Context: an optimization exercise on an open-source flow, tuned for small area. The choices shown serve that exercise and are no tape-out recipe.
Function was checked by simulation only, so behaviour that the tests miss may differ from the original.
Power figures rest on the tool's default switching activity, not on a simulated workload.

<file path="design/flow/design.v">
`timescale 1 ps / 1 ps
module Servo  (
		input  wire        clk,            
		input  wire        reset_n,        
		input  wire [3:0]  MMS_addr,       
		input  wire        MMS_write,      
		input  wire [31:0] MMS_writedata,  
		output reg  [0:2]  Udrive,       
		output reg  [0:2]  Ldrive,       
		output reg         irqout        
	);
	reg [15:0] compvalhightoset[2:0];
	reg [15:0] compvallowtoset[2:0];
	reg [15:0] maxctrvaltoset;
	reg updateon0;
	reg updateonmax;
	reg trigon0;
	reg trigonmax;
	reg update;
	reg updateAck;
	integer i;
	reg CPUDone;
	reg En;
	always @(posedge clk or negedge reset_n) begin : proc_MMSinterface
		if(~reset_n) begin
			for (i = 0; i < 3; i = i + 1) begin
				compvalhightoset[i] <= 16'hFFFF;
				compvallowtoset[i] <= 16'h0000;
			end
			maxctrvaltoset <= 16'hFFFF;
			updateon0 <= 1'b0;
			updateonmax <= 1'b0;
			trigon0 <= 1'b0;
			trigonmax <= 1'b0;
			update <= 1'b0;
			En <= 1'b0;
			CPUDone <= 1'b0;
		end else begin
			if(updateAck) begin
				update <= 1'b0;
				CPUDone <= 1'b1;
			end else begin
				if(irqout) begin
					if(!CPUDone) begin
						En <= 1'b0;
					end
					CPUDone <= 1'b0;
				end
			end
			if(MMS_write) begin
				case (MMS_addr)
					4'h0:
						compvallowtoset[0] <= MMS_writedata[15:0];
					4'h1:
						compvalhightoset[0] <= MMS_writedata[15:0];
					4'h2:
						compvallowtoset[1] <= MMS_writedata[15:0];
					4'h3:
						compvalhightoset[1] <= MMS_writedata[15:0];
					4'h4:
						compvallowtoset[2] <= MMS_writedata[15:0];
					4'h5:
						compvalhightoset[2] <= MMS_writedata[15:0];
					4'h8:
						maxctrvaltoset <= MMS_writedata[15:0];
					4'h9:
						En <= MMS_writedata[0];
					4'hA:
						updateon0 <= MMS_writedata[0];
					4'hB:
						updateonmax <= MMS_writedata[0];
					4'hC:
						trigon0 <= MMS_writedata[0];
					4'hD:
						trigonmax <= MMS_writedata[0];
					4'hF:
						update <= MMS_writedata[0];
					default :  ;
				endcase
			end
		end
	end
	reg [15:0] compvalhigh[2:0];
	reg [15:0] compvallow[2:0];
	reg [15:0] ctr;
	reg [15:0] maxctrval;
	reg countup;
	always @(posedge clk or negedge reset_n) begin : proc_modulator
		if(~reset_n) begin
			ctr <= 16'h0000;
			countup <= 1'b1;
			for (i = 0; i < 3; i = i + 1) begin
				compvalhigh[i] <= 16'hFFFF;
				compvallow[i] <= 16'h0000;
			end
			maxctrval <= 16'hFFFF;
			updateAck <= 1'b0;
			irqout <= 1'b0;
		end else begin
			irqout <= 1'b0;
			if(!update) begin
				updateAck <= 1'b0;
			end
			if(countup) begin
				if(ctr == maxctrval) begin
					countup <= 0;
					if(update & !updateAck & updateonmax) begin
						updateAck <= 1'b1;
						for (i = 0; i < 3; i = i + 1) begin
							compvalhigh[i] <= compvalhightoset[i];
							compvallow[i] <= compvallowtoset[i];
						end
					end
					if(trigonmax) begin
						irqout <= 1'b1;
					end
				end else begin
					ctr <= ctr + 1;
				end
			end else begin
				if(ctr == 16'h0000) begin
					countup <= 1;
					if(update & !updateAck & updateon0) begin
						updateAck <= 1'b1;
						for (i = 0; i < 3; i = i + 1) begin
							compvalhigh[i] <= compvalhightoset[i];
							compvallow[i] <= compvallowtoset[i];
						end
					end
					if(trigon0) begin
						irqout <= 1'b1;
					end
				end else begin
					ctr <= ctr - 1;
				end
			end
			if(maxctrvaltoset != maxctrval) begin
				maxctrval <= maxctrvaltoset;
				ctr <= 16'h0000;
				countup <= 1'b1;
			end
		end
	end
	always @(posedge clk or negedge reset_n) begin : proc_compare
		if(~reset_n) begin
			Udrive[0] <= 1'b0;
			Ldrive[0] <= 1'b0;
			Udrive[1] <= 1'b0;
			Ldrive[1] <= 1'b0;
			Udrive[2] <= 1'b0;
			Ldrive[2] <= 1'b0;
		end else begin
			Udrive[0] <= (ctr > compvalhigh[0]) & En;
			Ldrive[0] <= (ctr < compvallow[0] ) & En;
			Udrive[1] <= (ctr > compvalhigh[1]) & En;
			Ldrive[1] <= (ctr < compvallow[1] ) & En;
			Udrive[2] <= (ctr > compvalhigh[2]) & En;
			Ldrive[2] <= (ctr < compvallow[2] ) & En;
		end
	end
endmodule
`timescale 1 ps / 1 ps
module QEI #(
		parameter AUTO_CLOCK_SINK_CLOCK_RATE = "-1"
	) (
		input  wire        clk,           
		input  wire        reset_n,       
		input  wire        MMS_read,      
		output reg [31:0] MMS_readdata,  
		input  wire        MMS_write,
		input  wire [31:0] MMS_writedata,
		input  wire [1:0]  MMS_addr,
		input  wire [0:2]  encABZ          
	);
	reg [31:0] count;
	reg clearOnZ;
	reg revDir;
	reg quadA;
	reg quadB;
	reg encZ;
	reg encAreg;
	reg encBreg;
	reg encZreg;
	always @(posedge clk) encAreg <= encABZ[0];
	always @(posedge clk) encBreg <= encABZ[1];
	always @(posedge clk) encZreg <= encABZ[2];
	always @(posedge clk) quadA <= encAreg;
	always @(posedge clk) quadB <= encBreg;
	always @(posedge clk) encZ <= encZreg;
	reg quadA_delayed, quadB_delayed;
	always @(posedge clk) quadA_delayed <= quadA;
	always @(posedge clk) quadB_delayed <= quadB;
	wire count_enable = quadA ^ quadA_delayed ^ quadB ^ quadB_delayed;
	wire count_direction = quadA ^ quadB_delayed;
	always @(posedge clk or negedge reset_n) begin : proc_count
		if(~reset_n) begin
			count <= 32'h00000000;
			clearOnZ <= 1'b0;
			revDir <= 1'b0;
		end else begin
			if(count_enable) begin
				if(count_direction ^ revDir)
					count<=count+1;
				else
					count<=count-1;
			end
			if(clearOnZ & encZ) begin
				count <= 32'h00000000;
				clearOnZ <= 1'b0;
			end
			if(MMS_write) begin
				case (MMS_addr)
					2'h0:
						count <= MMS_writedata;
					2'h1:
						clearOnZ <= MMS_writedata[0];
					2'h2:
						revDir <= MMS_writedata[0];
					default :  ;
				endcase
			end
		end
	end
	always @(*) begin : proc_MMSread
		MMS_readdata <= 32'h00000000;
		case (MMS_addr)
			2'h0:
				MMS_readdata <= count;
			2'h1:
				MMS_readdata[0] <= clearOnZ;
			2'h2:
				MMS_readdata[0] <= revDir;
			default :  ;
		endcase
	end
endmodule
`timescale 1 ps / 1 ps
module Triggered_ADC_Sequencer 
	(
		input  wire        clk,                  
		input  wire        reset_n,              
		input  wire        chout_ready,          
		output wire        chout_valid,          
		output wire [4:0]  chout_data,           
		output wire        chout_startofpacket,  
		output wire        chout_endofpacket,    
		output reg         irq_out,              
		input  wire        MMS_read,             
		input  wire        MMS_write,            
		input  wire [4:0]  MMS_address,          
		output reg [31:0] MMS_readdata,         
		input  wire [31:0] MMS_writedata,        
		input  wire        resp_valid,           
		input  wire [11:0] resp_data,            
		input  wire [4:0]  resp_channel,         
		input  wire        resp_startofpacket,   
		input  wire        resp_endofpacket,     
		input  wire        trig_in               
	);
	localparam REG_EN = 5'h0;
	localparam REG_IRQFLAG = 5'h1;
	localparam REG_MAXSEQ = 5'h2;
	reg [11:0] samp_store [0:7];
	reg En;
	reg [2:0] max_seq;
	reg [4:0] ch_map [0:7];
	always @(posedge clk or negedge reset_n) begin : proc_MMSwrite
		if(~reset_n) begin
			max_seq <= 3'd0;
			irq_out <= 1'b0;
			En <= 1'b0;
		end else begin
			if(MMS_write) begin
				if(MMS_address < 5'h10) begin
					case (MMS_address)
						REG_EN:
							En <= MMS_writedata[0];
						REG_IRQFLAG:
							irq_out <= MMS_writedata[0];
						REG_MAXSEQ:
							max_seq <= MMS_writedata[2:0];
					endcase
				end else if(MMS_address >= 5'h10 && MMS_address < 5'h18) begin
					ch_map[MMS_address & 5'h0F] <= MMS_writedata[4:0];
				end
			end
			if(resp_endofpacket & resp_valid) begin
				irq_out <= 1'b1;
			end
		end
	end
	always @(*) begin : proc_MMSread
		MMS_readdata <= 32'b00000000000000000000000000000000;
		if(MMS_address < 5'h10) begin
			case (MMS_address)
				REG_EN:
					MMS_readdata[0]  <= En;
				REG_IRQFLAG:
					MMS_readdata[0]  <= irq_out;
				REG_MAXSEQ:
					MMS_readdata[2:0]  <= max_seq;
			endcase
		end else if(MMS_address >= 5'h10 && MMS_address < 5'h18) begin
			MMS_readdata[4:0] <= ch_map[MMS_address & 5'h0F];
		end else if(MMS_address >= 5'h18) begin
			MMS_readdata[11:0] <= samp_store[MMS_address[2:0]];
		end
	end
	reg [2:0] sequence_ctr;
	reg seq_running;
	always @(posedge clk or negedge reset_n) begin : proc_sequence
		if(~reset_n) begin
			sequence_ctr <= 3'b000;
			seq_running <= 1'b0;
		end else begin
			if(~En | chout_endofpacket & chout_valid & chout_ready) begin
				seq_running <= 1'b0;
			end
			if(trig_in & En) begin
				seq_running <= 1'b1;
			end
			if(chout_valid & chout_ready) begin
				sequence_ctr <= sequence_ctr + 3'd1;
				if(sequence_ctr == max_seq) begin
					sequence_ctr <= 3'd0;
				end
			end
			if(~En) begin
				sequence_ctr <= 3'b000;
			end
		end
	end
	assign chout_data = ch_map[sequence_ctr];
	assign chout_valid = seq_running;
	assign chout_startofpacket = sequence_ctr == 3'b000;
	assign chout_endofpacket = sequence_ctr == max_seq;
	reg [2:0] resp_ctr;
	always @(posedge clk or negedge reset_n) begin : proc_resp
		if(~reset_n) begin
			resp_ctr <= 3'b000;
		end else begin
			if(resp_startofpacket) begin
				samp_store[3'd0] <= resp_data;
				resp_ctr <= 3'd1;
			end else if(resp_valid) begin
				samp_store[resp_ctr] <= resp_data;
				resp_ctr <= resp_ctr + 3'd1;
			end
		end
	end
endmodule
`timescale 1 ps / 1 ps
module odrive_periph (
		input  wire        clk,
		input  wire        reset_n,
		input  wire [7:0]  addr,
		input  wire        wr,
		input  wire        rd,
		input  wire [31:0] wdata,
		output reg  [31:0] rdata,
		output wire [11:0] pwm_u,
		output wire [11:0] pwm_l,
		output wire [3:0]  pwm_irq,
		input  wire [1:0]  enc_a,
		input  wire [1:0]  enc_b,
		input  wire [1:0]  enc_z,
		input  wire [1:0]  adc_cmd_ready,
		output wire [1:0]  adc_cmd_valid,
		output wire [9:0]  adc_cmd_ch,
		output wire [1:0]  adc_cmd_sop,
		output wire [1:0]  adc_cmd_eop,
		input  wire [1:0]  adc_resp_valid,
		input  wire [23:0] adc_resp_data,
		input  wire [1:0]  adc_resp_sop,
		input  wire [1:0]  adc_resp_eop,
		output wire [1:0]  adc_irq
	);
	wire sel_adc1 = addr[7:5] == 3'b000;
	wire sel_adc0 = addr[7:5] == 3'b001;
	wire [3:0] sel_pwm;
	assign sel_pwm[0] = addr[7:4] == 4'h7;
	assign sel_pwm[1] = addr[7:4] == 4'h6;
	assign sel_pwm[2] = addr[7:4] == 4'h5;
	assign sel_pwm[3] = addr[7:4] == 4'h4;
	wire sel_qei1 = addr[7:2] == 6'b100010;
	wire sel_qei0 = addr[7:2] == 6'b100011;
	genvar k;
	generate
		for (k = 0; k < 4; k = k + 1) begin : g_pwm
			wire [0:2] u;
			wire [0:2] l;
			Servo u_pwm (
				.clk           (clk),
				.reset_n       (reset_n),
				.MMS_addr      (addr[3:0]),
				.MMS_write     (wr & sel_pwm[k]),
				.MMS_writedata (wdata),
				.Udrive        (u),
				.Ldrive        (l),
				.irqout        (pwm_irq[k])
			);
			assign pwm_u[3*k+0] = u[0];
			assign pwm_u[3*k+1] = u[1];
			assign pwm_u[3*k+2] = u[2];
			assign pwm_l[3*k+0] = l[0];
			assign pwm_l[3*k+1] = l[1];
			assign pwm_l[3*k+2] = l[2];
		end
	endgenerate
	wire [31:0] qei_rd [0:1];
	wire [1:0] sel_qei = {sel_qei1, sel_qei0};
	generate
		for (k = 0; k < 2; k = k + 1) begin : g_qei
			QEI u_qei (
				.clk           (clk),
				.reset_n       (reset_n),
				.MMS_read      (rd & sel_qei[k]),
				.MMS_readdata  (qei_rd[k]),
				.MMS_write     (wr & sel_qei[k]),
				.MMS_writedata (wdata),
				.MMS_addr      (addr[1:0]),
				.encABZ        ({enc_a[k], enc_b[k], enc_z[k]})
			);
		end
	endgenerate
	wire [31:0] adc_rd [0:1];
	wire [1:0] sel_adc = {sel_adc1, sel_adc0};
	wire [1:0] adc_trig = {pwm_irq[2], pwm_irq[0]};
	generate
		for (k = 0; k < 2; k = k + 1) begin : g_adc
			Triggered_ADC_Sequencer u_adc (
				.clk                 (clk),
				.reset_n             (reset_n),
				.chout_ready         (adc_cmd_ready[k]),
				.chout_valid         (adc_cmd_valid[k]),
				.chout_data          (adc_cmd_ch[5*k +: 5]),
				.chout_startofpacket (adc_cmd_sop[k]),
				.chout_endofpacket   (adc_cmd_eop[k]),
				.irq_out             (adc_irq[k]),
				.MMS_read            (rd & sel_adc[k]),
				.MMS_write           (wr & sel_adc[k]),
				.MMS_address         (addr[4:0]),
				.MMS_readdata        (adc_rd[k]),
				.MMS_writedata       (wdata),
				.resp_valid          (adc_resp_valid[k]),
				.resp_data           (adc_resp_data[12*k +: 12]),
				.resp_channel        (5'd0),
				.resp_startofpacket  (adc_resp_sop[k]),
				.resp_endofpacket    (adc_resp_eop[k]),
				.trig_in             (adc_trig[k])
			);
		end
	endgenerate
	always @(*) begin
		rdata = 32'h00000000;
		if (sel_adc0) rdata = adc_rd[0];
		if (sel_adc1) rdata = adc_rd[1];
		if (sel_qei0) rdata = qei_rd[0];
		if (sel_qei1) rdata = qei_rd[1];
	end
endmodule
</file>
<file path="design/flow/run.sh">
#!/bin/bash
# synth_recipe.tcl (not shown) runs the flow's synth.tcl, then flattens the netlist and writes it again
# the make line also repeats each setting of config.mk as NAME=value (left out here)
make -C /OpenROAD-flow-scripts/flow DESIGN_CONFIG=/design/flow/config.mk WORK_HOME=/design/flow/orfs CLKGATE_MAP_FILE= SYNTH_SCRIPT=/design/flow/synth_recipe.tcl finish
</file>
<file path="design/flow/config.mk">
export PLATFORM = sky130hd
export DESIGN_NAME = odrive_periph
export DESIGN_NICKNAME = odrive_periph
export VERILOG_FILES = /design/flow/design.v
export SDC_FILE = /design/flow/constraint.sdc
export NUM_CORES = 4
export LEC_CHECK = 0
export CAP_MARGIN = 20
export CORE_MARGIN = 2
export CORE_UTILIZATION = 40
export SLEW_MARGIN = 20
</file>
<file path="design/flow/constraint.sdc">
create_clock -name core_clock -period 10.0 [get_ports {clk}]
set_input_delay 2.0000 -clock core_clock [delete_from_list [all_inputs] [get_ports {clk}]]
set_output_delay 2.0000 -clock core_clock [all_outputs]
set_load 0.01 [all_outputs]
</file>
==> impl.org, run 1 <==
** Place
- Worst setup slack after placement :: 2280 ps
- The count of buffers added on input and output ports is 158.
- Placed Cells incl. Taps :: 8484
- Post-placement cell area :: 73500 um2
- Final HPWL DP :: 124000 um
- Routability-driven placement finished with a final weighted congestion of 0.874.

** Die
- The total area inside the core boundary comes to 174000 um2.
- The initial utilization of the core area, before any placement, comes to 40.2%.
- Core Rows :: 153
- DIE WIDTH :: 422 um
- During I/O placement, the number of pins put on the boundary was 160.
- In this run the vertical extent of the chip is 422 um.
- The die covers 178000 um2.

** Route
- Antenna Violating Nets Remaining :: 0
- In the routed layout, each cell is associated on average with a via count of 5.48.
- The first TritonRoute pass finished after 5 iterations.
- After detailed routing, the average wire length per cell comes to 22.0 um.
- The first routing iteration left 4043 violations.
- DRT Wirelength :: 193000 um
- After detailed routing, the number of remaining DRC violations is 0.
- The routed layout has 48120 vias.

** Synthesis
- Dominant synthesized flop cell :: sky130_fd_sc_hd__dfrtp_1
- Total of flip-flops plus latches after synthesis :: 1404
- Number of distinct standard cells referenced by the synthesized netlist :: 75
- Most frequent cell after synthesis :: sky130_fd_sc_hd__nand2_1
- Yosys attributes the largest share of cell area to sky130_fd_sc_hd__dfrtp_1 (21%), sky130_fd_sc_hd__dfstp_2 (19%), sky130_fd_sc_hd__edfxtp_1 (12%).
- The synthesized design spends more area on one cell type than any other, namely sky130_fd_sc_hd__dfrtp_1.
- Portion of synthesized cell area occupied by the leading cell type :: 21.5%
- The number of nets handed over by synthesis was 6861.
- Number of instances in the synthesized netlist :: 6321
- Number of flops mapped to enable cells by yosys :: 272
- In the synthesized netlist the async set-or-reset flop fraction comes to 79.5%.
- Yosys printed 10 warnings.
- Synth top cells by count :: sky130_fd_sc_hd__nand2_1 (646), sky130_fd_sc_hd__dfrtp_1 (600), sky130_fd_sc_hd__o21ai_0 (558)
- After synthesis, the mean cell area works out to 11.1 um2.
- In this run the cell area of the synthesized design comes to 69900 um2.
- Sequential fraction of the synthesis area :: 53.0%

** STA
- The final number of max-transition violations was 0.
- Slew at the pin with the worst max-slew slack :: 1110 ps
- Number of endpoints failing setup at the final stage :: 0
- For the final routed database, the setup TNS stands at 0 ps.
- The worst path uses 77.9% of the clock period.
- For the final database, setup skew stands at 36.1 ps.
- Total count of hold-check failures in the final report :: 0
- In this run the tightest slew margin relative to its limit is 25.7%.
- Static timing analysis puts the maximum clock frequency at 128 MHz.
- Subtracting the final worst setup slack from the clock period gives 7790 ps.
- Setup repair after global routing left no endpoint under its margin.
- Minimum setup slack in the final design :: 2210 ps

** Hold path
- In this run the most critical hold path is launched from g_qei[1].u_qei.encAreg.
- The min-delay analysis places its worst path in the category reg -> reg.
- Hold-critical path depth :: 0
- For hold timing, the worst endpoint is g_qei[1].u_qei.quadA.

** Worst setup path
- Endpoint of the worst-slack reg-to-reg timing path :: g_pwm[0].u_pwm.compvallow[2][0]
- Cell with the largest stage delay on the worst path :: sky130_fd_sc_hd__and2_1
- CP Data Arrival Time :: 5790 ps
- Top Family by Delay on Critical Path :: simple AND/OR/NAND/NOR gates
- Reg2Reg Launch Point :: g_pwm[0].u_pwm.ctr[5]
- Maximum cell stage delay along the critical path :: 880 ps
- By startpoint and endpoint, the worst setup path is classified as in -> out.
- Traced cell by cell, the critical path runs through buf_2, and2_1, and2_1, a22oi_1, a31oi_1, nor3_1, nor3_1, a221o_1, clkdlybuf4s50_1.
- Counting cells, the worst reg-to-reg path comes to 8.
- Crit end category :: output pin
- Along the worst path, the maximum fanout reaches 26.
- Crit. Startpoint :: addr[0]
- CP required :: 8000 ps
- Together, buffers and inverters on the worst path number 2.
- The worst setup path is launched from an input port.
- In this run the register-to-register setup slack is 5540 ps.

** Cells and area
- The finished layout holds 8776 standard cells, fillers aside.
- Fraction of final layout cells sized beyond drive strength 1 :: 22.3%
- Total Nets Final :: 6857
- Share of the core filled with cells in the final layout :: 45.4%
- After filler insertion, the fill cell instance count of the layout stands at 16214.
- Area Overhead vs Synth :: 12.8%
- Final Cell Area :: 78800 um2

** Job
- Max-cap check violation count :: 0

** Pwr
- Dividing total power by cell area gives a power density of 207 nW/um2.
- The analysis attributes to cell leakage a power of 33.0 nW.
- Largest voltage drop on the vdd net :: 197 uV

** Clocking
- The tree is rooted in a sky130_fd_sc_hd__clkbuf_16.
- Inserted Clock Buffers :: 155
- Setup repair bufs after CTS :: 0
- Clock transition time at the flip-flop clock pins of the worst setup and hold paths :: 60 ps
- H-tree levels :: 4
- For this design, the sink count on the clock tree is 1404.
- Buffer levels on the longest clock path :: 3
- TritonCTS built the clock tree.
- The number of hold buffers added after CTS was 0.
- Clk Latency, worst-skew pair :: 820 ps
- Number of resized instances in the post-cts repair step :: 0

** Global route
- The number of antenna violations at the first check in global routing came to 10.
- Largest net degree at the start of global routing :: 179
- Total grt overflow :: 0
- Global routing consumed, over all layers together, 21.5% of the routing resources.
- The first global-routing pass estimated 295000 um of wire.
- Via count of the first global-routing pass :: 47763

** Status
- Status :: timing/DRC/antenna clean
## power by group
| part | internal [mW] | switching, mW |
|---|---|---|
| logic | 1.52 | 2.03 |
| registers | 6.20 | 0.686 |
| clock network | 3.42 | 2.45 |
| total | 11.1 | 5.16 |
## flip-flops by register name (all words and copies together) (netlist names), 6 cells and up
name,cells
g_adc.u_adc.ch_map,80
g_pwm.u_pwm.compvallowtoset,192
g_adc.u_adc.resp_ctr,6
g_pwm.u_pwm.ctr,64
g_qei.u_qei.count,64
g_pwm.u_pwm.Ldrive,12
g_adc.u_adc.samp_store,192
g_pwm.u_pwm.compvallow,192
g_pwm.u_pwm.compvalhigh,192
g_pwm.u_pwm.maxctrval,64
g_pwm.u_pwm.compvalhightoset,192
g_adc.u_adc.max_seq,6
g_adc.u_adc.sequence_ctr,6
g_pwm.u_pwm.maxctrvaltoset,64
g_pwm.u_pwm.Udrive,12
## how the worst max path moves through the flow
stage,endpoint,cells after the start
after floorplan,rdata[4],9
after global placement,rdata[2],10
after detailed placement,rdata[2],10
after CTS,rdata[2],10
after global routing,rdata[9],9
final,rdata[9],9
## metal layers
layer  vias to the layer above  global-route usage (%)  wire (um)
met2                      1195                    35.7      92300
met3                       324                    2.77       8830
met1                     24273                    28.7      85000
met5                         -                       0         31
met4                         4                    7.86       6630
li1                      22324                       -          -
## metrics by stage
stage          hold WS [ps]  total power, mW
2_1_floorplan           310             9.29
3_3_place_gp            313             10.4
3_5_place_dp            313             10.5
4_1_cts                 327             16.4
5_1_grt                 332             17.2
6_report                325             16.3
## placed cells by master (no fill, tap or decap), drive strengths merged, types with 14 or more instances in the layout
cell type      Yosys  routed
mux2i             71      71
a22o              17      17
nand4            106     106
nand2            646     646
or3               19      19
nor4              69      69
o31a              14      14
nand2b            29      29
buf               48     106
a221oi            37      37
dfstp            516     516
o21a              86      86
a21o             104     104
dfrtp            600     600
o2111ai           14      14
inv              406     413
clkdlybuf4s50      0     137
o21ai            567     567
nor2             268     268
a21oi            199     199
mux2             516     516
xnor2            119     119
xor2             141     141
o31ai             23      23
a22oi             46      46
edfxtp           272     272
nor3              96      96
a221o             16      16
clkinv             1      39
nor2b             42      42
a31oi             25      25
dfxtp             16      16
a211oi            60      60
o22ai             17      17
nand3             89      89
or2               19      19
and3              40      40
and2              18      18
clkbuf           356     231
ha               454     454
## logic make-up (layout without fill, tap and decap cells)
kind of cell,Yosys count,count (layout),synth area share [%]
fa+ha+maj,458,458,8.24
simple gates,1491,1491,9.93
buf+inv,811,940,4.45
mux,593,593,9.52
other cells,0,1,0
compound gates,1300,1300,11.5
flops,1404,1404,53.0
xor+xnor,264,264,3.39
## layout make-up
cell class                      count  area [um2]  area share [%]
Timing Repair Buffer              243        2190            2.78
Tap cell                         2325        2910            3.69
Sequential cell                  1404       37100            47.0
Inverter                          407        1530            1.94
Antenna cell                        1        2.50         0.00317
Clock buffer                      231        4550            5.77
Clock inverter                     59         749           0.951
Multi-Input combinational cell   4106       29900            37.9
==> run 2: changes to the inputs <==
--- a/design/flow/design.v
+++ b/design/flow/design.v
@@ -1,33 +1,47 @@
 `timescale 1 ps / 1 ps
 module Servo  (
-		input  wire        clk,            
-		input  wire        reset_n,        
-		input  wire [3:0]  MMS_addr,       
-		input  wire        MMS_write,      
-		input  wire [31:0] MMS_writedata,  
-		output reg  [0:2]  Udrive,       
-		output reg  [0:2]  Ldrive,       
-		output reg         irqout        
+		input  wire        clk,
+		input  wire        reset_n,
+		input  wire [3:0]  MMS_addr,
+		input  wire        MMS_write,
+		input  wire [31:0] MMS_writedata,
+		output reg  [0:2]  Udrive,
+		output reg  [0:2]  Ldrive,
+		output reg         irqout
 	);
-	reg [15:0] compvalhightoset[2:0];
-	reg [15:0] compvallowtoset[2:0];
+	wire [15:0] wd = MMS_writedata[15:0];
+	reg [15:0] stg_h0, stg_h1, stg_h2, stg_l0, stg_l1, stg_l2;
+	reg [15:0] act_h0, act_h1, act_h2, act_l0, act_l1, act_l2;
+	reg [2:0]  sv_h, sv_l;    
+	reg [2:0]  av_h, av_l;    
 	reg [15:0] maxctrvaltoset;
-	reg updateon0;
-	reg updateonmax;
-	reg trigon0;
-	reg trigonmax;
-	reg update;
-	reg updateAck;
-	integer i;
-	reg CPUDone;
-	reg En;
+	reg updateon0, updateonmax, trigon0, trigonmax;
+	reg update, updateAck, CPUDone, En;
+	reg [15:0] ctr;
+	reg countup;
+	reg chg;      
+	reg atmax;    
+	wire wr_h0 = MMS_write & (MMS_addr == 4'h1);
+	wire wr_h1 = MMS_write & (MMS_addr == 4'h3);
+	wire wr_h2 = MMS_write & (MMS_addr == 4'h5);
+	wire wr_l0 = MMS_write & (MMS_addr == 4'h0);
+	wire wr_l1 = MMS_write & (MMS_addr == 4'h2);
+	wire wr_l2 = MMS_write & (MMS_addr == 4'h4);
+	wire wr_max = MMS_write & (MMS_addr == 4'h8);
+	always @(posedge clk) begin
+		if (wr_h0) stg_h0 <= wd;
+		if (wr_h1) stg_h1 <= wd;
+		if (wr_h2) stg_h2 <= wd;
+		if (wr_l0) stg_l0 <= wd;
+		if (wr_l1) stg_l1 <= wd;
+		if (wr_l2) stg_l2 <= wd;
+	end
 	always @(posedge clk or negedge reset_n) begin : proc_MMSinterface
 		if(~reset_n) begin
-			for (i = 0; i < 3; i = i + 1) begin
-				compvalhightoset[i] <= 16'hFFFF;
-				compvallowtoset[i] <= 16'h0000;
-			end
+			sv_h <= 3'b000;
+			sv_l <= 3'b000;
 			maxctrvaltoset <= 16'hFFFF;
+			chg <= 1'b0;
 			updateon0 <= 1'b0;
 			updateonmax <= 1'b0;
 			trigon0 <= 1'b0;
@@ -47,115 +61,92 @@
 					CPUDone <= 1'b0;
 				end
 			end
+			sv_h <= sv_h | {wr_h2, wr_h1, wr_h0};
+			sv_l <= sv_l | {wr_l2, wr_l1, wr_l0};
+			chg <= wr_max & (wd != maxctrvaltoset);
+			if (wr_max) maxctrvaltoset <= wd;
 			if(MMS_write) begin
 				case (MMS_addr)
-					4'h0:
-						compvallowtoset[0] <= MMS_writedata[15:0];
-					4'h1:
-						compvalhightoset[0] <= MMS_writedata[15:0];
-					4'h2:
-						compvallowtoset[1] <= MMS_writedata[15:0];
-					4'h3:
-						compvalhightoset[1] <= MMS_writedata[15:0];
-					4'h4:
-						compvallowtoset[2] <= MMS_writedata[15:0];
-					4'h5:
-						compvalhightoset[2] <= MMS_writedata[15:0];
-					4'h8:
-						maxctrvaltoset <= MMS_writedata[15:0];
-					4'h9:
-						En <= MMS_writedata[0];
-					4'hA:
-						updateon0 <= MMS_writedata[0];
-					4'hB:
-						updateonmax <= MMS_writedata[0];
-					4'hC:
-						trigon0 <= MMS_writedata[0];
-					4'hD:
-						trigonmax <= MMS_writedata[0];
-					4'hF:
-						update <= MMS_writedata[0];
-					default :  ;
+					4'h9: En <= MMS_writedata[0];
+					4'hA: updateon0 <= MMS_writedata[0];
+					4'hB: updateonmax <= MMS_writedata[0];
+					4'hC: trigon0 <= MMS_writedata[0];
+					4'hD: trigonmax <= MMS_writedata[0];
+					4'hF: update <= MMS_writedata[0];
+					default : ;
 				endcase
 			end
 		end
 	end
-	reg [15:0] compvalhigh[2:0];
-	reg [15:0] compvallow[2:0];
-	reg [15:0] ctr;
-	reg [15:0] maxctrval;
-	reg countup;
+	function automatic gt16(input [15:0] a, input [15:0] b);
+		integer i;
+		reg g;
+		begin
+			g = 1'b0;
+			for (i = 0; i < 16; i = i + 1)
+				g = (a[i] & ~b[i]) | ((a[i] | ~b[i]) & g);
+			gt16 = g;
+		end
+	endfunction
+	wire at0 = (ctr == 16'h0000);
+	wire at_end = countup ? atmax : at0;
+	wire copy = at_end & update & ~updateAck & (countup ? updateonmax : updateon0);
+	wire irq_n = at_end & (countup ? trigonmax : trigon0);
+	reg [15:0] ctr_step;
+	reg tgl;
+	integer b;
+	always @(*) begin
+		tgl = 1'b1;
+		for (b = 0; b < 16; b = b + 1) begin
+			ctr_step[b] = ctr[b] ^ tgl;
+			tgl = tgl & ~(ctr[b] ^ countup);
+		end
+	end
+	wire [15:0] ctr_n = chg ? 16'h0000 : (at_end ? ctr : ctr_step);
+	wire countup_n = chg | (at_end ? ~countup : countup);
 	always @(posedge clk or negedge reset_n) begin : proc_modulator
 		if(~reset_n) begin
 			ctr <= 16'h0000;
 			countup <= 1'b1;
-			for (i = 0; i < 3; i = i + 1) begin
-				compvalhigh[i] <= 16'hFFFF;
-				compvallow[i] <= 16'h0000;
-			end
-			maxctrval <= 16'hFFFF;
+			atmax <= 1'b0;
+			av_h <= 3'b000;
+			av_l <= 3'b000;
 			updateAck <= 1'b0;
 			irqout <= 1'b0;
 		end else begin
-			irqout <= 1'b0;
-			if(!update) begin
-				updateAck <= 1'b0;
-			end
-			if(countup) begin
-				if(ctr == maxctrval) begin
-					countup <= 0;
-					if(update & !updateAck & updateonmax) begin
-						updateAck <= 1'b1;
-						for (i = 0; i < 3; i = i + 1) begin
-							compvalhigh[i] <= compvalhightoset[i];
-							compvallow[i] <= compvallowtoset[i];
-						end
-					end
-					if(trigonmax) begin
-						irqout <= 1'b1;
-					end
-				end else begin
-					ctr <= ctr + 1;
-				end
-			end else begin
-				if(ctr == 16'h0000) begin
-					countup <= 1;
-					if(update & !updateAck & updateon0) begin
-						updateAck <= 1'b1;
-						for (i = 0; i < 3; i = i + 1) begin
-							compvalhigh[i] <= compvalhightoset[i];
-							compvallow[i] <= compvallowtoset[i];
-						end
-					end
-					if(trigon0) begin
-						irqout <= 1'b1;
-					end
-				end else begin
-					ctr <= ctr - 1;
-				end
-			end
-			if(maxctrvaltoset != maxctrval) begin
-				maxctrval <= maxctrvaltoset;
-				ctr <= 16'h0000;
-				countup <= 1'b1;
+			ctr <= ctr_n;
+			countup <= countup_n;
+			atmax <= (ctr_n == maxctrvaltoset);
+			irqout <= irq_n;
+			if (copy) updateAck <= 1'b1;
+			else if (!update) updateAck <= 1'b0;
+			if (copy) begin
+				av_h <= sv_h;
+				av_l <= sv_l;
 			end
 		end
 	end
+	always @(posedge clk) begin
+		if (copy) begin
+			act_h0 <= stg_h0;
+			act_h1 <= stg_h1;
+			act_h2 <= stg_h2;
+			act_l0 <= stg_l0;
+			act_l1 <= stg_l1;
+			act_l2 <= stg_l2;
+		end
+	end
 	always @(posedge clk or negedge reset_n) begin : proc_compare
 		if(~reset_n) begin
-			Udrive[0] <= 1'b0;
-			Ldrive[0] <= 1'b0;
-			Udrive[1] <= 1'b0;
-			Ldrive[1] <= 1'b0;
-			Udrive[2] <= 1'b0;
-			Ldrive[2] <= 1'b0;
+			Udrive <= 3'b000;
+			Ldrive <= 3'b000;
 		end else begin
-			Udrive[0] <= (ctr > compvalhigh[0]) & En;
-			Ldrive[0] <= (ctr < compvallow[0] ) & En;
-			Udrive[1] <= (ctr > compvalhigh[1]) & En;
-			Ldrive[1] <= (ctr < compvallow[1] ) & En;
-			Udrive[2] <= (ctr > compvalhigh[2]) & En;
-			Ldrive[2] <= (ctr < compvallow[2] ) & En;
+			Udrive[0] <= gt16(ctr, act_h0) & av_h[0] & En;
+			Ldrive[0] <= gt16(act_l0, ctr) & av_l[0] & En;
+			Udrive[1] <= gt16(ctr, act_h1) & av_h[1] & En;
+			Ldrive[1] <= gt16(act_l1, ctr) & av_l[1] & En;
+			Udrive[2] <= gt16(ctr, act_h2) & av_h[2] & En;
+			Ldrive[2] <= gt16(act_l2, ctr) & av_l[2] & En;
 		end
 	end
 endmodule
@@ -192,18 +183,24 @@
 	always @(posedge clk) quadB_delayed <= quadB;
 	wire count_enable = quadA ^ quadA_delayed ^ quadB ^ quadB_delayed;
 	wire count_direction = quadA ^ quadB_delayed;
+	wire up = count_direction ^ revDir;
+	reg [31:0] count_step;
+	reg tgl;
+	integer b;
+	always @(*) begin
+		tgl = count_enable;
+		for (b = 0; b < 32; b = b + 1) begin
+			count_step[b] = count[b] ^ tgl;
+			tgl = tgl & ~(count[b] ^ up);
+		end
+	end
 	always @(posedge clk or negedge reset_n) begin : proc_count
 		if(~reset_n) begin
 			count <= 32'h00000000;
 			clearOnZ <= 1'b0;
 			revDir <= 1'b0;
 		end else begin
-			if(count_enable) begin
-				if(count_direction ^ revDir)
-					count<=count+1;
-				else
-					count<=count-1;
-			end
+			count <= count_step;
 			if(clearOnZ & encZ) begin
 				count <= 32'h00000000;
 				clearOnZ <= 1'b0;
==> design/flow/flow/run.sh (new file) <==
#!/bin/bash
set -e
bash standard.sh > standard.log 2>&1
==> design/flow/standard.sh (new file) <==
#!/bin/bash
# synth_recipe.tcl (not shown) runs the flow's synth.tcl, then flattens the netlist and writes it again
# the make line also repeats each setting of config.mk as NAME=value (left out here)
make -C /OpenROAD-flow-scripts/flow DESIGN_CONFIG=/design/flow/config.mk WORK_HOME=/design/flow/orfs CLKGATE_MAP_FILE= SYNTH_SCRIPT=/design/flow/synth_recipe.tcl "${@:-finish}"
removed: design/flow/run.sh
==> run 2 against run 1 <==
Fmax decreased by 0.56%. Final area decreased by 14%. Core utilization increased by 0.70 points. Sequential share of layout area increased by 12 points. Sequential power increased by 3.3%. Critical endpoint is now rdata[0].
==> impl.org, run 2 <==
** Clocking
- The number of resized instances in the post-cts repair step came to 0 (unchanged).
- Clock transition time at the flip-flop clock pins of the worst setup and hold paths :: 60 ps (about the same)
- TritonCTS clock tree :: done (unchanged)
- Clk Latency, worst-skew pair :: 770 ps (was 820 ps)
- Inserted Clock Buffers :: 150 (was 155)
- The post-cts hold buffer count came to 0 (unchanged).
- Setup repair bufs after CTS :: 0 (unchanged)
- Buffer levels on the longest clock path :: 3 (unchanged)
- The clock tree root buffer cell was sky130_fd_sc_hd__clkbuf_16 (unchanged).
- The number of H-tree branching levels was 4 (unchanged).
- The number of sinks driven by the clock tree came to 1396 (was 1404).

** Route
- 1st-iter DRT viols :: 3003 (was 4043)
- The via count normalized by instance count was 5.47 (was 5.48).
- Average wire length per cell after detail routing :: 22.2 um (was 22.0 um)
- The total wirelength of the detailed-routed design came to 147000 um (was 193000 um).
- The first-pass iteration count of the detailed router was 6 (was 5).
- Via total after detailed routing :: 36240 (was 48120)
- Antenna Violating Nets Remaining :: 0 (unchanged)
- The detailed-route DRC error count was 0 (unchanged).

** Place
- The total of buffers placed on input and output ports came to 158 (unchanged).
- The setup slack at placement came to 2080 ps (was 2280 ps).
- The HPWL after detailed placement came to 95700 um (was 124000 um).
- Post-placement cell area :: 63100 um2 (was 73500 um2)
- Final weighted congestion in routability-driven placement :: 0.831 (was 0.874)

** Worst setup path
- Logic depth of the worst path, buffers included :: 13 (was 9)
- The arrival time at the worst endpoint is 5830 ps (was 5790 ps).
- Maximum cell stage delay along the critical path :: 620 ps (was 880 ps)
- Slack of the worst reg-to-reg path :: 5770 ps (was 5540 ps)
- The reg-to-reg endpoint was g_pwm[3].u_pwm.act_l2[12] (was g_pwm[0].u_pwm.compvallow[2][0]).
- The type of origin of the critical path was an input port (unchanged).
- Sequence of cells on the critical path: buf_4, buf_4, nor2b_1, buf_4, a211oi_1, a21oi_1, a221o_1, a22oi_1, a21oi_1, o21ai_0, o311ai_0, buf_4, clkdlybuf4s50_1 (was buf_2, and2_1, and2_1, a22oi_1, a31oi_1, nor3_1, nor3_1, a221o_1, clkdlybuf4s50_1).
- The end point of the critical path was rdata[0] (was rdata[9]).
- Crit path top cell by count :: sky130_fd_sc_hd__buf_4
- The largest delay contributor family on the critical path is buffers and inverters (was simple AND/OR/NAND/NOR gates).
- The critical path class is in -> out (unchanged).
- The buffers plus inverters on the worst setup path is 5 (was 2).
- The required time at the worst-slack endpoint is 8000 ps (about the same).
- Cell with the largest stage delay on the worst path :: sky130_fd_sc_hd__buf_4 (was sky130_fd_sc_hd__and2_1)
- The start of the worst register-to-register path was g_pwm[3].u_pwm.ctr[8] (was g_pwm[0].u_pwm.ctr[5]).
- Crit end category :: output pin (unchanged)
- The number of cells on the worst reg-to-reg path is 6 (was 8).
- Worst-path maximum fanout :: 46 (was 26)
- The launch point of the critical path is addr[1] (was addr[0]).

** STA
- The worst-case hold slack was 325 ps (about the same).
- The transition at the pin with the smallest max-transition slack was 1080 ps (was 1110 ps).
- Final Max Slew Viols :: 0 (unchanged)
- Unrepaired setup endpoints after global routing: no (unchanged).
- The final clock skew is 22.3 ps (was 36.1 ps).
- The post-layout worst setup margin came to 2170 ps (was 2210 ps).
- Share of the cycle needed by the critical path after routing :: 78.3% (was 77.9%)
- The final sum of negative setup slack came to 0 ps (unchanged).
- The number of hold-slack violations in the final timing report was 0 (unchanged).
- The final critical-path required period is 7830 ps (was 7790 ps).
- The worst relative slew slack was 27.7% (was 25.7%).
- Number of endpoints failing setup at the final stage :: 0 (unchanged)
- Highest Clock Rate :: 128 MHz (about the same)

** Cells and area
- Final Cell Area :: 67900 um2 (was 78800 um2)
- Flip-flop count of the largest register after layout :: 192
- Top library cells by usage in the layout, fill and taps aside :: sky130_fd_sc_hd__edfxtp_1 (1040), sky130_fd_sc_hd__nand2_1 (343), sky130_fd_sc_hd__dfrtp_1 (272), sky130_fd_sc_hd__nor2_1 (233), sky130_fd_sc_hd__xnor2_1 (222) (was sky130_fd_sc_hd__nand2_1 (646), sky130_fd_sc_hd__dfrtp_1 (600), sky130_fd_sc_hd__o21ai_0 (558), sky130_fd_sc_hd__mux2_2 (516), sky130_fd_sc_hd__dfstp_2 (516))
- In the final layout, the registers with the most flip-flops are g_adc.u_adc.samp_store (192), g_adc.u_adc.ch_map (80).
- Ranked by flip-flop count, first place goes to g_adc.u_adc.samp_store.
- Total Nets Final :: 4674 (was 6857)
- The most common cell after layout, fill and taps aside is sky130_fd_sc_hd__edfxtp_1 (was sky130_fd_sc_hd__nand2_1).
- The area growth from synthesis to layout was 14.6% (was 12.8%).
- The fraction of layout instances using a drive strength above 1 is 13.7% (was 22.3%).

** Die
- The floorplan die width was 389 um (was 422 um).
- The height of the die is 389 um (was 422 um).
- The initial cell density of the core is 40.2% (about the same).
- Area of the die :: 151000 um2 (was 178000 um2)
- Count of pins on the block boundary :: 160 (unchanged)
- Core Region :: 147000 um2 (was 174000 um2)
- Core Rows :: 141 (was 153)

** Synthesis
- The net count of the mapped netlist came to 4491 (was 6861).
- The fraction of registers with async set/reset was 24.4% (was 79.5%).
- Synth top cells by count: sky130_fd_sc_hd__edfxtp_1 (1040), sky130_fd_sc_hd__nand2_1 (343), sky130_fd_sc_hd__dfrtp_1 (272) (was sky130_fd_sc_hd__nand2_1 (646), sky130_fd_sc_hd__dfrtp_1 (600), sky130_fd_sc_hd__o21ai_0 (558)).
- Number of flops mapped to enable cells by yosys :: 1040 (was 272)
- Number of instances in the synthesized netlist :: 4385 (was 6321)
- Most frequent cell after synthesis :: sky130_fd_sc_hd__edfxtp_1 (was sky130_fd_sc_hd__nand2_1)
- Combined area of all synthesized cells :: 59300 um2 (was 69900 um2)
- Portion of synthesized cell area occupied by the leading cell type :: 52.7% (was 21.5%)
- Post-synth top area cell :: sky130_fd_sc_hd__edfxtp_1 (was sky130_fd_sc_hd__dfrtp_1)
- Ys Warns :: 6 (was 10)
- Avg Synthesized Cell Area :: 13.5 um2 (was 11.1 um2)
- Number of distinct standard cells referenced by the synthesized netlist :: 98 (was 75)
- Dominant synthesized flop cell :: sky130_fd_sc_hd__edfxtp_1 (was sky130_fd_sc_hd__dfrtp_1)
- Sequential fraction of the synthesis area :: 67.7% (was 53.0%)
- Leading cell types by total area after synthesis: sky130_fd_sc_hd__edfxtp_1 (53%), sky130_fd_sc_hd__dfrtp_1 (11%), sky130_fd_sc_hd__xnor2_1 (3.3%) (was sky130_fd_sc_hd__dfrtp_1 (21%), sky130_fd_sc_hd__dfstp_2 (19%), sky130_fd_sc_hd__edfxtp_1 (12%)).
- The number of register bits inferred by synthesis was 1396 (was 1404).

** Global route
- Global-route wire length before repair :: 224000 um (was 295000 um)
- Total grt overflow :: 0 (unchanged)
- The number of antenna violations at the first check in global routing was 6 (was 10).
- The via count of the first global-routing pass was 36648 (was 47763).
- The pin count of the biggest net entering global routing was 168 (was 179).
- GRT Resource Usage Total :: 19.3% (was 21.5%)

** Pwr
- The static leakage is 23.6 nW (was 33.0 nW).
- Largest voltage drop on the vdd net :: 134 uV (was 197 uV)
- The total power was 14.9 mW (was 16.3 mW).
- PD cells :: 220 nW/um2 (was 207 nW/um2)

** Job
- The number of maximum-capacitance violations came to 0 (unchanged).

** Hold path
- The class of the tightest hold or removal check is reg -> reg (unchanged).
- Hold-critical path depth :: 0 (unchanged)

** Status
- Status: timing/DRC/antenna clean (unchanged).
run 2: kinds of logic (layout without fill, tap and decap cells):
| logic type | Yosys count | count (layout) | synth area share [%] |
|---|---|---|---|
| AO/OA/AOI/OAI | 810 | 810 | 9.54 |
| XOR/XNOR | 311 | 311 | 4.69 |
| adder cells (fa/ha/maj) | 107 | 107 | 1.93 |
| buffers and inverters | 400 | 707 | 2.67 |
| flip-flops | 1396 | 1396 | 67.7 |
| multiplexers | 200 | 200 | 3.82 |
| other | 0 | 1 | 0 |
| AND/OR/NAND/NOR | 1161 | 1161 | 9.64 |
run 2: report_power, final:
part,switching [mW],internal (mW)
Combinational,1.41,1.04
Clock,2.30,3.09
Sequential,0.628,6.48
Total,4.34,10.6
run 2: worst min-delay path by stage:
stage	startpoint	endpoint	slack, ps
finish	g_qei[1].u_qei.encBreg	g_qei[1].u_qei.quadB	330
global route	g_qei[0].u_qei.encZreg	g_qei[0].u_qei.encZ	330
CTS	g_qei[1].u_qei.encBreg	g_qei[1].u_qei.quadB	320
detailed placement	g_qei[0].u_qei.encBreg	g_qei[0].u_qei.quadB	310
global placement	g_qei[1].u_qei.encAreg	g_qei[1].u_qei.quadA	310
floorplan	g_qei[0].u_qei.encZreg	g_qei[0].u_qei.encZ	310
run 2: final cells by class:
class                      count  area [um2]
sequential                  1396       40100
clock inverter                74         601
tap                         1930        2410
fill                       13115       79600
antenna                        1        2.50
multi-input combinational   2589       17700
clock buffer                 202        4180
timing repair buffer         248        2180
inverter                     183         697
run 2: worst register-to-register path, delay by kind of cell (launching register included):
kind                   cells  cell delay [ps]
buffers and inverters      2             1340
and+or+nand+nor            3             1460
AOI/OAI and AO/OA          1              360
DFF                        1              620
run 2: metrics by stage:
stage | instances | util [%]
finish | 6623 | 46.1
detailed placement | 6346 | 42.8
floorplan | 4385 | -
global route | 6623 | 46.1
CTS | 6622 | 46.1
global placement | 6346 | 42.8
run 2: layer usage:
| metal | vias up | wire length [um] | track usage [%] |
|---|---|---|---|
| met5 | - | 29 | 0 |
| met4 | 4 | 4380 | 6.91 |
| met3 | 276 | 7710 | 3.11 |
| met2 | 983 | 71100 | 32.1 |
| met1 | 18306 | 63500 | 25.6 |
| li1 | 16671 | - | - |
==> run 3: changes to the inputs <==
==> design/flow/run.sh (new file) <==
#!/bin/bash
# synth_recipe.tcl (not shown) runs the flow's synth.tcl, then flattens the netlist and writes it again
# the make line also repeats each setting of config.mk as NAME=value (left out here)
make -C /OpenROAD-flow-scripts/flow DESIGN_CONFIG=/design/flow/config.mk WORK_HOME=/design/flow/orfs CLKGATE_MAP_FILE= SYNTH_SCRIPT=/design/flow/synth_recipe.tcl finish
removed: design/flow/flow/run.sh
removed: design/flow/standard.sh
==> run 3 against run 2 <==
Core utilization is the same. Power unchanged. Sequential power about the same. Sequential share of layout area unchanged. First-iteration DRC count is the same. Setup slack unchanged. Die area unchanged. Highest routed layer unchanged.
==> impl.org, run 3 <==
** Job
- Max-cap check violation count :: 0 (unchanged)

** Synthesis
- The sequential fraction of the synthesis area is 67.7% (unchanged).
- The mean instance size in the synthesized netlist was 13.5 um2 (unchanged).
- Total of flip-flops plus latches after synthesis :: 1396 (unchanged)
- The number of instances in the synthesized netlist is 4385 (unchanged).
- Syn Nets :: 4491 (unchanged)
- The distinct cell type count after synthesis is 98 (unchanged).
- The library cell occupying the most area in the post-synthesis netlist is sky130_fd_sc_hd__edfxtp_1 (unchanged).
- Leading cell types by total area after synthesis :: sky130_fd_sc_hd__edfxtp_1 (53%), sky130_fd_sc_hd__dfrtp_1 (11%), sky130_fd_sc_hd__xnor2_1 (3.3%) (unchanged)
- The fraction of registers with async set/reset came to 24.4% (unchanged).
- The total number of yosys warnings was 6 (unchanged).
- The cell with the most instances after synthesis is sky130_fd_sc_hd__edfxtp_1 (unchanged).
- The number of synthesized flops with an enable pin came to 1040 (unchanged).
- Synth top cells by count: sky130_fd_sc_hd__edfxtp_1 (1040), sky130_fd_sc_hd__nand2_1 (343), sky130_fd_sc_hd__dfrtp_1 (272) (unchanged).
- Portion of synthesized cell area occupied by the leading cell type :: 52.7% (unchanged)
- Dominant synthesized flop cell :: sky130_fd_sc_hd__edfxtp_1 (unchanged)
- The post-synth design cell area was 59300 um2 (unchanged).

** Pwr
- Largest voltage drop on the vdd net :: 134 uV (unchanged)
- The power density over the cells is 220 nW/um2 (unchanged).
- The switching power share of the total is 29.0% (unchanged).
- Power spent charging and discharging nets :: 4.34 mW (unchanged)
- The sequential fraction of design power was 47.6% (about the same).
- The clock network power share was 36.0% (about the same).
- Leak Pwr :: 23.6 nW (unchanged)
- The internal power came to 10.6 mW (unchanged).
- Logic pwr share :: 16.4% (about the same)

** Global route
- The global-route wire length before repair was 224000 um (unchanged).
- Total grt overflow :: 0 (unchanged)
- The via count of the first global-routing pass was 36648 (unchanged).
- The all-layer global routing usage is 19.3% (unchanged).
- The number of antenna violations at the first check in global routing was 6 (unchanged).
- The pin count of the biggest net entering global routing is 168 (unchanged).

** STA
- Share of the cycle needed by the critical path after routing :: 78.3% (unchanged)
- Total count of hold-check failures in the final report :: 0 (unchanged)
- Post-route setup TNS :: 0 ps (unchanged)
- Final Max Slew Viols :: 0 (unchanged)
- The post-layout worst setup margin came to 2170 ps (unchanged).
- Minimum clock period after layout :: 7830 ps (unchanged)
- The final clock skew came to 22.3 ps (unchanged).
- Unrepaired setup endpoints after global routing: no (unchanged).
- Highest Clock Rate :: 128 MHz (unchanged)
- The transition at the pin with the smallest max-transition slack was 1080 ps (unchanged).
- Number of endpoints failing setup at the final stage :: 0 (unchanged)
- Rel. slew slack :: 27.7% (unchanged)

** Cells and area
- The final-layout fill cell count came to 13115 (unchanged).
- Flip-flop count of the largest register after layout :: 192 (unchanged)
- Area Overhead vs Synth :: 14.6% (unchanged)
- Final Non-Filler Cells :: 6623 (unchanged)
- Largest registers ranked by flip-flop count :: g_adc.u_adc.samp_store (192), g_adc.u_adc.ch_map (80) (unchanged)
- The fraction of layout instances using a drive strength above 1 came to 13.7% (unchanged).
- Top library cells by usage in the layout, fill and taps aside :: sky130_fd_sc_hd__edfxtp_1 (1040), sky130_fd_sc_hd__nand2_1 (343), sky130_fd_sc_hd__dfrtp_1 (272), sky130_fd_sc_hd__nor2_1 (233), sky130_fd_sc_hd__xnor2_1 (222) (unchanged)
- The final design utilization is 46.1% (unchanged).
- Largest reg by FF count :: g_adc.u_adc.samp_store (unchanged)
- The number of nets at the end of the flow came to 4674 (unchanged).
- Most common cell after layout, fill and taps aside :: sky130_fd_sc_hd__edfxtp_1 (unchanged)
- Final Cell Area :: 67900 um2 (unchanged)

** Route
- Routed via count divided by cell count :: 5.47 (unchanged)
- Pre-Repair DR Iteration Count :: 6 (unchanged)
- Remaining DRCs :: 0 (unchanged)
- The number of vias after detailed routing was 36240 (unchanged).
- The number of DRC violations after detailed-routing iteration 0 came to 3003 (unchanged).
- The detail-routed net length per standard cell is 22.2 um (unchanged).
- Antenna Violating Nets Remaining :: 0 (unchanged)
- The total wirelength of the detailed-routed design came to 147000 um (unchanged).

** Worst setup path
- The type of element capturing the critical path was an output pin (unchanged).
- The peak fanout along the critical path is 46 (unchanged).
- The critical path class is in -> out (unchanged).
- Reg2Reg Depth :: 6 (unchanged)
- Kind of start point of the critical path :: input port (unchanged)
- The required time at the worst-slack endpoint is 8000 ps (about the same).
- The arrival time at the worst endpoint was 5830 ps (about the same).

** Place
- The setup slack at placement was 2080 ps (unchanged).
- The HPWL after detailed placement came to 95700 um (unchanged).
- Placed Cells incl. Taps :: 6346 (unchanged)
- The total of buffers placed on input and output ports was 158 (unchanged).
- The final estimated routing congestion in global placement is 0.831 (unchanged).
- The cell area after placement was 63100 um2 (unchanged).

** Die
- Core Region :: 147000 um2 (unchanged)
- The floorplan die width is 389 um (unchanged).
- The number of standard-cell rows in the floorplan is 141 (unchanged).
- Area of the die :: 151000 um2 (unchanged)
- Count of pins on the block boundary :: 160 (unchanged)
- Chip height :: 389 um (unchanged)
- Starting utilization of the core area :: 40.2% (unchanged)

** Clocking
- The number of resized instances in the post-cts repair step is 0 (unchanged).
- The TritonCTS buffer count came to 150 (unchanged).
- Clock sinks :: 1396 (unchanged)
- The maximum count of clock buffers along a single path was 3 (unchanged).
- Count of hold-fix buffers inserted at cts :: 0 (unchanged)
- The clock tree root buffer cell is sky130_fd_sc_hd__clkbuf_16 (unchanged).
- Clock transition time at the flip-flop clock pins of the worst setup and hold paths :: 60 ps (about the same)
- The clock latency on the worst-skew pair came to 770 ps (about the same).
- The number of setup buffers added after CTS was 0 (unchanged).
- The CTS tree is done (unchanged).
- H-tree levels :: 4 (unchanged)

** Status
- Status :: timing/DRC/antenna clean (unchanged)

** Hold path
- Hold-critical path depth :: 0 (unchanged)
- The class of the tightest hold or removal check is reg -> reg (unchanged).
[run 3: area by class of cell]
cell class / count / area [um2] / area share (%)
Sequential cell: 1396 / 40100 / 59.1
Tap cell: 1930 / 2410 / 3.55
Clock inverter: 74 / 601 / 0.884
Multi-Input combinational cell: 2589 / 17700 / 26.1
Inverter: 183 / 697 / 1.03
Antenna cell: 1 / 2.50 / 0.00368
Clock buffer: 202 / 4180 / 6.16
Timing Repair Buffer: 248 / 2180 / 3.21
[run 3: kinds of logic after synthesis]
logic type / Yosys count / share of synthesized area (%)
compound gates: 810 / 9.54
buf+inv: 400 / 2.67
flops: 1396 / 67.7
fa+ha+maj: 107 / 1.93
xor+xnor: 311 / 4.69
simple gates: 1161 / 9.64
mux: 200 / 3.82
[run 3: path summary, 6_finish.rpt]
kind | startpoint | slack (ps) | endpoint
max in group asynchronous | reset_n | 7130 | g_qei[0].u_qei.count[12]
min in group asynchronous | reset_n | 1090 | g_pwm[3].u_pwm.Udrive[0]
setup / recovery | addr[1] | 2170 | rdata[0]
setup reg to reg | g_pwm[3].u_pwm.ctr[8] | 5770 | g_pwm[3].u_pwm.act_l2[12]
hold / removal | g_qei[1].u_qei.encBreg | 330 | g_qei[1].u_qei.quadB
hold reg to reg | g_qei[1].u_qei.encBreg | 330 | g_qei[1].u_qei.quadB
[run 3: layer usage]
metal	routed length, um	share of wire, %	GRT usage, %	vias to the layer above
met3	7710	5.3	3.11	276
met5	29	0.020	0	-
met1	63500	43	25.6	18306
li1	-	-	-	16671
met4	4380	3.0	6.91	4
met2	71100	48	32.1	983
[run 3: worst max-delay path: stages]
cell and delay, ps:
sky130_fd_sc_hd__buf_4 380, sky130_fd_sc_hd__buf_4 620, sky130_fd_sc_hd__nor2b_1 320, sky130_fd_sc_hd__buf_4 300
sky130_fd_sc_hd__a211oi_1 270, sky130_fd_sc_hd__a21oi_1 70, sky130_fd_sc_hd__a221o_1 340, sky130_fd_sc_hd__a22oi_1 160
sky130_fd_sc_hd__a21oi_1 90, sky130_fd_sc_hd__o21ai_0 200, sky130_fd_sc_hd__o311ai_0 340, sky130_fd_sc_hd__buf_4 250
sky130_fd_sc_hd__clkdlybuf4s50_1 470
[run 3: per-stage QoR]
stage	power, mW	hold slack, ps
final	14.9	325
after global routing	15.6	329
after CTS	15.1	319
after detailed placement	9.68	312
after global placement	9.61	312
after floorplan	8.83	310
[run 3: power groups by stage]
stage / Clock [mW] / Sequential, mW / Combinational (mW)
detailed placement: 0 / 7.21 / 2.46
CTS: 5.52 / 7.10 / 2.48
finish: 5.38 / 7.11 / 2.45
floorplan: 0 / 6.77 / 2.06
global route: 5.74 / 7.17 / 2.74
global placement: 0 / 7.20 / 2.41
==> run 4: changes to the inputs <==
==> design/flow/flow/run.sh (new file) <==
#!/bin/bash
set -euo pipefail
export CTS_ARGS="-sink_clustering_enable -repair_clock_nets -dont_use_dummy_load -buf_list {sky130_fd_sc_hd__clkbuf_4 sky130_fd_sc_hd__clkbuf_8}"
export BUFFER_PORTS_ARGS="-buffer_cell sky130_fd_sc_hd__buf_1"
bash standard.sh > standard.log 2>&1
==> design/flow/standard.sh (new file) <==
#!/bin/bash
# synth_recipe.tcl (not shown) runs the flow's synth.tcl, then flattens the netlist and writes it again
# the make line also repeats each setting of config.mk as NAME=value (left out here)
make -C /OpenROAD-flow-scripts/flow DESIGN_CONFIG=/design/flow/config.mk WORK_HOME=/design/flow/orfs CLKGATE_MAP_FILE= SYNTH_SCRIPT=/design/flow/synth_recipe.tcl "${@:-finish}"
--- a/design/flow/config.mk
+++ b/design/flow/config.mk
@@ -7,5 +7,6 @@
 export LEC_CHECK = 0
 export CAP_MARGIN = 20
 export CORE_MARGIN = 2
-export CORE_UTILIZATION = 40
+export CORE_UTILIZATION = 55
+export PLACE_DENSITY = 0.65
 export SLEW_MARGIN = 20
removed: design/flow/run.sh
==> run 4 against run 3 <==
Wire length decreased by 5.7%. Sequential share of layout area is 3.0 points higher. Clock-buffer cell count rose by 18. Die area fell by 27%. Via count barely moved. Synthesized cell count is the same. Final area decreased by 4.8%. Sequential cell count stayed put. Hold slack got worse by 8.0 ps. Global-route usage is 5.8 points higher. Clock skew up 33 ps. Critical path type unchanged. Largest cell class unchanged. Largest power group unchanged.
==> impl.org, run 4 <==
** Place
- The cell count after placement was 5819 (was 6346).
- Worst setup slack after placement :: 2510 ps (was 2080 ps)
- Quantity of I/O buffers inserted on ports :: 158 (unchanged)
- Final HPWL DP :: 90000 um (was 95700 um)
- Final weighted congestion in routability-driven placement :: 0.848 (was 0.831)

** Cells and area
- The area growth from synthesis to layout was 9.04% (was 14.6%).
- The fraction of layout instances using a drive strength above 1 is 13.8% (was 13.7%).
- Share of the core filled with cells in the final layout :: 60.4% (was 46.1%)
- Largest registers ranked by flip-flop count :: g_adc.u_adc.samp_store (192), g_adc.u_adc.ch_map (80) (unchanged)
- Top library cells by usage in the layout, fill and taps aside :: sky130_fd_sc_hd__edfxtp_1 (1040), sky130_fd_sc_hd__nand2_1 (343), sky130_fd_sc_hd__dfrtp_1 (272), sky130_fd_sc_hd__nor2_1 (229), sky130_fd_sc_hd__xnor2_1 (222) (was sky130_fd_sc_hd__edfxtp_1 (1040), sky130_fd_sc_hd__nand2_1 (343), sky130_fd_sc_hd__dfrtp_1 (272), sky130_fd_sc_hd__nor2_1 (233), sky130_fd_sc_hd__xnor2_1 (222))
- Flip-flop count of the largest register after layout :: 192 (unchanged)
- The register ranked first by flip-flop count is g_adc.u_adc.samp_store (unchanged).
- The area used by multi-input combinational logic came to 17700 um2 (about the same).
- Total Nets Final :: 4744 (was 4674)
- The most common cell after layout, fill and taps aside is sky130_fd_sc_hd__edfxtp_1 (unchanged).
- The final-layout fill cell count came to 8369 (was 13115).
- Register area :: 40100 um2 (unchanged)
- Final Non-Filler Cells :: 6043 (was 6623)

** STA
- Post-route setup TNS :: 0 ps (unchanged)
- The post-layout worst setup margin is 2470 ps (was 2170 ps).
- Setup skew after layout :: 55.2 ps (was 22.3 ps)
- The number of setup violations in the final report is 0 (unchanged).
- The highest clock frequency the design can meet came to 133 MHz (was 128 MHz).
- The final number of max-transition violations came to 0 (unchanged).
- The worst relative slew slack was 23.5% (was 27.7%).
- The number of hold-slack violations in the final timing report is 0 (unchanged).
- The final period utilization was 75.3% (was 78.3%).
- Slew at the pin with the worst max-slew slack :: 1150 ps (was 1080 ps)
- Minimum clock period after layout :: 7530 ps (was 7830 ps)
- Unrepaired setup endpoints after global routing: no (unchanged).

** Clocking
- The number of sinks driven by the clock tree was 1396 (unchanged).
- The CTS tree is done (unchanged).
- Buffer type at the clock tree root :: sky130_fd_sc_hd__clkbuf_8 (was sky130_fd_sc_hd__clkbuf_16)
- The number of H-tree branching levels is 4 (unchanged).
- Inserted Clock Buffers :: 220 (was 150)
- Clock transition time at the flip-flop clock pins of the worst setup and hold paths :: 60 ps (about the same)
- Buffer levels on the longest clock path :: 3 (unchanged)
- Clk Latency, worst-skew pair :: 860 ps (was 770 ps)
- The number of resized instances in the post-cts repair step came to 0 (unchanged).
- Setup repair bufs after CTS :: 0 (unchanged)
- The post-cts hold buffer count came to 0 (unchanged).

** Worst setup path
- Top Family by Delay on Critical Path :: simple AND/OR/NAND/NOR gates (was buffers and inverters)
- CP Class :: in -> out (unchanged)
- Maximum cell stage delay along the critical path :: 960 ps (was 620 ps)
- The start of the worst register-to-register path was g_pwm[0].u_pwm.ctr[11] (was g_pwm[3].u_pwm.ctr[8]).
- CP required :: 8000 ps (about the same)
- The register-to-register setup slack was 5840 ps (was 5770 ps).
- The arrival time at the worst endpoint was 5530 ps (was 5830 ps).
- Crit end category :: output pin (unchanged)
- The depth of the critical timing path with buffers and inverters included was 11 (was 13).
- Worst-path maximum fanout :: 33 (was 46)
- Number of buffer and inverter stages on the critical path :: 2 (was 5)
- Sequence of cells on the critical path: clkbuf_4, nor2_1, and2_1, a22oi_1, nand3_1, a221oi_1, o21ai_0, o21ai_0, o32a_1, o21ai_0, buf_1 (was buf_4, buf_4, nor2b_1, buf_4, a211oi_1, a21oi_1, a221o_1, a22oi_1, a21oi_1, o21ai_0, o311ai_0, buf_4, clkdlybuf4s50_1).
- The launch point of the critical path was addr[1] (unchanged).
- Crit path top cell by count :: sky130_fd_sc_hd__o21ai_0 (was sky130_fd_sc_hd__buf_4)
- The reg-to-reg endpoint is g_pwm[0].u_pwm.act_h2[8] (was g_pwm[3].u_pwm.act_l2[12]).
- The cell with the biggest individual delay on the critical path was sky130_fd_sc_hd__and2_1 (was sky130_fd_sc_hd__buf_4).
- The end point of the critical path is rdata[2] (was rdata[0]).
- The number of cells on the worst reg-to-reg path was 8 (was 6).
- Kind of start point of the critical path :: input port (unchanged)

** Hold path
- Worst min-delay path category :: reg -> reg (unchanged)
- Startpoint of the tightest hold check path :: g_qei[0].u_qei.encZreg (was g_qei[1].u_qei.encBreg)

** Global route
- The pin count of the biggest net entering global routing came to 89 (was 168).
- The via count of the first global-routing pass was 36375 (was 36648).
- The remaining global-route overflow was 0 (unchanged).
- The number of antenna violations at the first check in global routing is 6 (unchanged).
- GRT Resource Usage Total :: 25.1% (was 19.3%)
- The global-route wire length before repair came to 213000 um (was 224000 um).

** Job
- The number of maximum-capacitance violations was 0 (unchanged).

** Synthesis
- The fraction of registers with async set/reset came to 24.4% (unchanged).
- Post-synth top area cell :: sky130_fd_sc_hd__edfxtp_1 (unchanged)
- The number of instances in the synthesized netlist came to 4385 (unchanged).
- The number of synthesized flops with an enable pin is 1040 (unchanged).
- The mean instance size in the synthesized netlist came to 13.5 um2 (unchanged).
- Synth top cells by count :: sky130_fd_sc_hd__edfxtp_1 (1040), sky130_fd_sc_hd__nand2_1 (343), sky130_fd_sc_hd__dfrtp_1 (272) (unchanged)
- Syn Nets :: 4491 (unchanged)
- The area fraction of the dominant cell type after synthesis is 52.7% (unchanged).
- The cell with the most instances after synthesis was sky130_fd_sc_hd__edfxtp_1 (unchanged).
- Total of flip-flops plus latches after synthesis :: 1396 (unchanged)
- The sequential fraction of the synthesis area is 67.7% (unchanged).
- Leading cell types by total area after synthesis :: sky130_fd_sc_hd__edfxtp_1 (53%), sky130_fd_sc_hd__dfrtp_1 (11%), sky130_fd_sc_hd__xnor2_1 (3.3%) (unchanged)
- The total number of yosys warnings came to 6 (unchanged).
- The distinct cell type count after synthesis was 98 (unchanged).
- Combined area of all synthesized cells :: 59300 um2 (unchanged)
- Dominant synthesized flop cell :: sky130_fd_sc_hd__edfxtp_1 (unchanged)

** Pwr
- Sequential fraction of design power :: 53.1% (was 47.6%)
- The total power is 13.4 mW (was 14.9 mW).
- Leak Pwr :: 22.5 nW (was 23.6 nW)
- Power spent charging and discharging nets :: 3.94 mW (was 4.34 mW)
- Largest voltage drop on the vdd net :: 123 uV (was 134 uV)
- The proportion of power drawn by combinational gates was 18.2% (was 16.4%).
- The power density over the cells came to 207 nW/um2 (was 220 nW/um2).
- The switching power share of the total came to 29.5% (was 29.0%).
- Int Power :: 9.43 mW (was 10.6 mW)
- The clock network power share was 28.7% (was 36.0%).

** Die
- Starting utilization of the core area :: 55.4% (was 40.2%)
- The total core area was 107000 um2 (was 147000 um2).
- Area of the die :: 110000 um2 (was 151000 um2)
- Chip height :: 332 um (was 389 um)
- Count of pins on the block boundary :: 160 (unchanged)
- Core Rows :: 120 (was 141)
- The floorplan die width was 332 um (was 389 um).

** Route
- The antenna violation net count after detailed routing came to 0 (unchanged).
- The number of DRC violations after detailed-routing iteration 0 is 2934 (was 3003).
- The number of vias after detailed routing is 36236 (was 36240).
- Pre-Repair DR Iteration Count :: 6 (unchanged)
- The total wirelength of the detailed-routed design came to 138000 um (was 147000 um).
- The detail-routed net length per standard cell was 22.9 um (was 22.2 um).
- Remaining DRCs :: 0 (unchanged)
- The via count normalized by instance count is 6.00 (was 5.47).

** Status
- Status: timing/DRC/antenna clean (unchanged).
run 4: cell count changes in the layout (fill, tap and decap cells not counted), moves of 18 or more:
cell	previous run	this run
sky130_fd_sc_hd__clkbuf_8	10	220
sky130_fd_sc_hd__clkbuf_16	156	0
sky130_fd_sc_hd__buf_1	0	137
sky130_fd_sc_hd__clkdlybuf4s50_1	137	0
sky130_fd_sc_hd__clkbuf_1	34	0
sky130_fd_sc_hd__clkinv_2	23	0
sky130_fd_sc_hd__clkinv_1	35	17
run 4: worst min path at each step:
stage	endpoint	cells past startpoint	slack, ps
CTS	g_qei[0].u_qei.encZ	0	320
detailed placement	g_qei[1].u_qei.encZ	0	310
global route	g_qei[0].u_qei.encZ	0	330
global placement	g_qei[0].u_qei.quadB	0	310
floorplan	g_qei[0].u_qei.encZ	0	310
finish	g_qei[0].u_qei.encZ	0	320
run 4: cells by family after synthesis:
logic type      after synthesis  synth area share [%]
flops                      1396                  67.7
simple gates               1161                  9.64
compound gates              810                  9.54
buf+inv                     400                  2.67
xor+xnor                    311                  4.69
mux                         200                  3.82
fa+ha+maj                   107                  1.93
run 4: through the flow:
stage	hold WS (ps)	area (um2)
after detailed placement	312	61600
final	317	64700
after global routing	332	64700
after global placement	314	61600
after CTS	317	64600
after floorplan	310	59300
run 4: layout make-up:
cell class	instances	share of cell area, %
clock buffer	220	4.68
sequential	1396	62.1
inverter	183	1.08
timing repair buffer	248	2.03
antenna	4	0.0155
tap	1403	2.71
multi-input combinational	2589	27.4
run 4: power groups by stage:
stage / Clock (mW) / Sequential [mW] / Combinational (mW)
2_1_floorplan: 0 / 6.77 / 2.06
3_3_place_gp: 0 / 7.18 / 2.39
3_5_place_dp: 0 / 7.20 / 2.43
4_1_cts: 3.95 / 7.09 / 2.45
5_1_grt: 4.16 / 7.14 / 2.71
6_report: 3.84 / 7.09 / 2.43
run 4: metal layers:
metal | share of wire (%) | track usage [%] | wire length, um
met1 | 43 | 33.5 | 58900
met2 | 48 | 41.4 | 66900
met3 | 5.6 | 4.02 | 7720
met4 | 3.6 | 10.2 | 4950
met5 | 0.0094 | 0 | 13

afterwards: timing with drivers on the ports:
The results above use ideal ports. As a check the final layouts listed here were re-extracted and re-timed, cells and wires unchanged.
Step 1 assumes that a clkbuf_16 drives the clock port and a buf_2 every other input.
Step 2, shift: input delay + t, output delay - t, t = (earliest + latest rising clock arrival at the registers) / 2. This alone moves slack from input paths to output paths.
Three values: ideal, step 1, step 2; two values: the first two.
run	shift t [ns]	setup slack, ns
run 1	0.876	2.210 / 2.183 / 2.183
run 2	0.831	2.166 / 2.098 / 2.098
run 3	0.831	2.166 / 2.098 / 2.098
run 4	0.903	2.472 / 2.453 / 2.453
After both steps every run listed still meets setup and hold.
